Background: an optimization exercise with open tools, aiming at small area. Do not read the settings as production practice. In this exercise RTL edits were held to simulation tests only and were not proved equivalent to the original. Power and IR drop assume default switching activity.

## snake_wrapper
module snake_wrapper(
    input CLK,
    input RESET,
    input BTNC,
    input [9:0] JSTK_X,
    input [9:0] JSTK_Y,
    output [11:0] COLOUR_OUT,
    output HS,
    output VS,
    output [3:0] LED
);
    wire [1:0] MSM_STATE;
    wire [1:0] NAV_STATE;
    wire [7:0] TARGET_ADDR_H;
    wire [6:0] TARGET_ADDR_V;
    wire TARGET_REACHED;
    wire LOST;
    wire [3:0] COLOUR_OUTS;
    wire [3:0] COLOUR;
    wire [9:0] ADDRH;
    wire [8:0] ADDRV;
    wire [7:0] NEXTX;
    wire SLOT_END;
    wire PIX0;
    wire BTNU;
    wire BTND;
    wire BTNL;
    wire BTNR;
    Master_state_machine Master(
        .BTNC(BTNC),
        .CLK(CLK),
        .RESET(RESET),
        .LOST(LOST),
        .MSM_STATE(MSM_STATE)
    );
    Navigation_state_machine Navigation(
        .BTNU(BTNU),
        .BTND(BTND),
        .BTNR(BTNR),
        .BTNL(BTNL),
        .CLK(CLK),
        .RESET(RESET),
        .NAV_STATE(NAV_STATE)
    );
    random_num_gen Target(
        .RESET(RESET),
        .CLK(CLK),
        .TARGET_REACHED(TARGET_REACHED),
        .TARGET_ADDR_H(TARGET_ADDR_H),
        .TARGET_ADDR_V(TARGET_ADDR_V)
    );
    VGA_module VGA(
        .COLOUR_IN(COLOUR_OUTS),
        .CLK(CLK),
        .RESET(RESET),
        .HS(HS),
        .VS(VS),
        .ADDRH(ADDRH),
        .ADDRV(ADDRV),
        .NEXTX(NEXTX),
        .SLOT_END(SLOT_END),
        .PIX0(PIX0),
        .COLOUR_OUT(COLOUR)
    );
    Snake_control Control(
        .MSM_STATE(MSM_STATE),
        .NAV_STATE(NAV_STATE),
        .TARGET_ADDR_H(TARGET_ADDR_H),
        .TARGET_ADDR_V(TARGET_ADDR_V),
        .ADDRH(ADDRH),
        .ADDRV(ADDRV),
        .NEXTX(NEXTX),
        .SLOT_END(SLOT_END),
        .PIX0(PIX0),
        .COLOUR_OUT(COLOUR_OUTS),
        .TARGET_REACHED(TARGET_REACHED),
        .CLK(CLK),
        .LOST(LOST),
        .RESET(RESET)
    );
    assign COLOUR_OUT = {COLOUR[3], {3{COLOUR[2]}}, {4{COLOUR[1]}}, {4{COLOUR[0]}}};
    PmodJSTK_Demo PmodJSTK (
        .posDataX(JSTK_X),
  ...
For scale: about 1600 cells after synthesis, roughly 210 flip-flops, roughly 41 I/O pins, ~0.011 mm² of cells after synthesis.
clock: 10.0 ns
lec_check: 0
abc_area: 1
cap_margin: 20
core_margin: 2
core_utilization: 60
slew_margin: 20
standard.sh (not shown) runs the stock make flow with config.mk's settings and CLKGATE_MAP_FILE= SYNTH_SCRIPT=/design/flow/synth_recipe.tcl, a recipe that flattens the netlist after the stock synthesis.
==> flow/flow/run.sh <==
#!/bin/bash
# Standard ORFS layout with changes that keep every register (names, count,
# cell types) as the standard synthesis makes them:
#  - no adder extraction (ADDER_MAP_FILE empty), so ABC maps the arithmetic
#  - an area-only ABC script (SAT-based deep resynthesis, then area mapping)
#    instead of ORFS's abc_area.script, which also buffers and upsizes
#  - clock tree with smaller buffers and no dummy loads
#  - the smallest buffer (buf_1) on the ports
set -euo pipefail
cp -r "$FLOW_HOME/scripts" ./scripts_area
printf '&get -n\n&deepsyn -T 60\n&put\ndch\namap\ntopo\n' > ./scripts_area/abc_area.script
export SCRIPTS_DIR="$PWD/scripts_area"
export ADDER_MAP_FILE=
export CTS_ARGS="-sink_clustering_enable -repair_clock_nets -dont_use_dummy_load -buf_list sky130_fd_sc_hd__clkbuf_8 -root_buf sky130_fd_sc_hd__clkbuf_8 -sink_clustering_size 16 -sink_clustering_max_diameter 50"
export BUFFER_PORTS_ARGS="-inputs -outputs -buffer_cell sky130_fd_sc_hd__buf_1"
bash standard.sh > flow_make.log 2>&1
Then changed:
--- a/flow/flow/run.sh
+++ b/flow/flow/run.sh
@@ -14 +14 @@
-export CTS_ARGS="-sink_clustering_enable -repair_clock_nets -dont_use_dummy_load -buf_list sky130_fd_sc_hd__clkbuf_8 -root_buf sky130_fd_sc_hd__clkbuf_8 -sink_clustering_size 16 -sink_clustering_max_diameter 50"
+export CTS_ARGS="-sink_clustering_enable -repair_clock_nets -dont_use_dummy_load -buf_list sky130_fd_sc_hd__clkbuf_4 -root_buf sky130_fd_sc_hd__clkbuf_8 -sink_clustering_size 20"
Outcome: Count of clock-buffer cells in the layout goes up by 29; maximum frequency goes down slightly; final area goes up slightly; power goes up by a few percent; setup slack is worse by 0.051 ns.
Then changed:
--- a/flow/flow/run.sh
+++ b/flow/flow/run.sh
@@ -11 +11 @@
-printf '&get -n\n&deepsyn -T 60\n&put\ndch\namap\ntopo\n' > ./scripts_area/abc_area.script
+printf '&get -n\n&deepsyn -I 4 -T 100\n&put\ndch\namap\ntopo\n' > ./scripts_area/abc_area.script
@@ -14 +14 @@
-export CTS_ARGS="-sink_clustering_enable -repair_clock_nets -dont_use_dummy_load -buf_list sky130_fd_sc_hd__clkbuf_4 -root_buf sky130_fd_sc_hd__clkbuf_8 -sink_clustering_size 20"
+export CTS_ARGS="-sink_clustering_enable -repair_clock_nets -dont_use_dummy_load -buf_list sky130_fd_sc_hd__clkbuf_8 -root_buf sky130_fd_sc_hd__clkbuf_8 -sink_clustering_size 20 -sink_clustering_max_diameter 60"
Area after synthesis hardly moves.
Combinational power decreases by about 6%.
Final cell count went down by 1.0%.
Die area stays flat.
Then changed:
--- a/flow/flow/run.sh
+++ b/flow/flow/run.sh
@@ -5 +5 @@
-#  - an area-only ABC script (SAT-based deep resynthesis, then area mapping)
+#  - an area-only ABC mapping script (repeated choice-based area mapping)
@@ -11 +11 @@
-printf '&get -n\n&deepsyn -I 4 -T 100\n&put\ndch\namap\ntopo\n' > ./scripts_area/abc_area.script
+printf 'strash\ndch\nmap -a\nstrash\ndch\nmap -a\nstrash\ndch\nmap -a\ntopo\n' > ./scripts_area/abc_area.script
@@ -14 +14 @@
-export CTS_ARGS="-sink_clustering_enable -repair_clock_nets -dont_use_dummy_load -buf_list sky130_fd_sc_hd__clkbuf_8 -root_buf sky130_fd_sc_hd__clkbuf_8 -sink_clustering_size 20 -sink_clustering_max_diameter 60"
+export CTS_ARGS="-sink_clustering_enable -repair_clock_nets -dont_use_dummy_load -buf_list sky130_fd_sc_hd__clkbuf_4 -root_buf sky130_fd_sc_hd__clkbuf_8 -sink_clustering_size 20"
- routed wire length went up by about a fifth
- register-to-register slack improved by 0.83 ns
- clock-buffer cell count increases by 37
- synthesized cell count increases by a quarter to a third
- total power rises by a little under a tenth
Then changed:
--- a/flow/flow/run.sh
+++ b/flow/flow/run.sh
@@ -5 +5 @@
-#  - an area-only ABC mapping script (repeated choice-based area mapping)
+#  - an area-only ABC script (SAT-based deep resynthesis, then area mapping)
@@ -11 +11 @@
-printf 'strash\ndch\nmap -a\nstrash\ndch\nmap -a\nstrash\ndch\nmap -a\ntopo\n' > ./scripts_area/abc_area.script
+printf '&get -n\n&deepsyn -I 4 -T 100\n&put\ndch\namap\ntopo\n' > ./scripts_area/abc_area.script
@@ -14 +14 @@
-export CTS_ARGS="-sink_clustering_enable -repair_clock_nets -dont_use_dummy_load -buf_list sky130_fd_sc_hd__clkbuf_4 -root_buf sky130_fd_sc_hd__clkbuf_8 -sink_clustering_size 20"
+export CTS_ARGS="-sink_clustering_enable -repair_clock_nets -dont_use_dummy_load -buf_list sky130_fd_sc_hd__clkbuf_8 -root_buf sky130_fd_sc_hd__clkbuf_8 -sink_clustering_size 16 -sink_clustering_max_diameter 50"
After rerunning:
- total power fell by 4.0%
- synthesized area came out lower by 13%
- utilization climbs by 0.18 points
- synthesized cell count drops by 23%
- non-clock buffer count went up by 2
- maximum frequency went down by 8.3%
- sequential power increases by 3.3%
- final area goes down by 14%

## re-timing with driven ports
How much do the figures lean on ideal ports? The routed layouts below were timed once more, with nothing changed but the port constraints.
Step 1 assumes that a clkbuf_16 drives the clock port and a buf_2 every other input.
Step 2 adds t to the input delays and takes it off the output delays; t is the mean of the earliest and latest rising clock arrival at the registers after step 1. Input paths then give back, and output paths get back, about the clock's delay inside the block.
a / b / c = ideal / step 1 / step 2; a / b = the first two.
run | t, ns | setup slack, ns | worst setup path at the end | clock arrival spread, ns | pins driven straight from the clock port
the first run | 0.591 | 1.927 / 1.927 / 1.927 | register to register | 0.076 / 0.075 | 1
the second run | 0.571 | 1.876 / 1.876 / 1.876 | register to register | 0.040 / 0.040 | 1
the third run | 0.557 | 0.917 / 0.917 / 0.917 | register to register | 0.106 / 0.106 | 1
the fourth run | 0.559 | 1.745 / 1.745 / 1.745 | register to register | 0.067 / 0.067 | 1
the fifth run | 0.578 | 0.998 / 0.998 / 0.998 | register to register | 0.094 / 0.094 | 1
After both steps setup and hold are still met in every run listed.
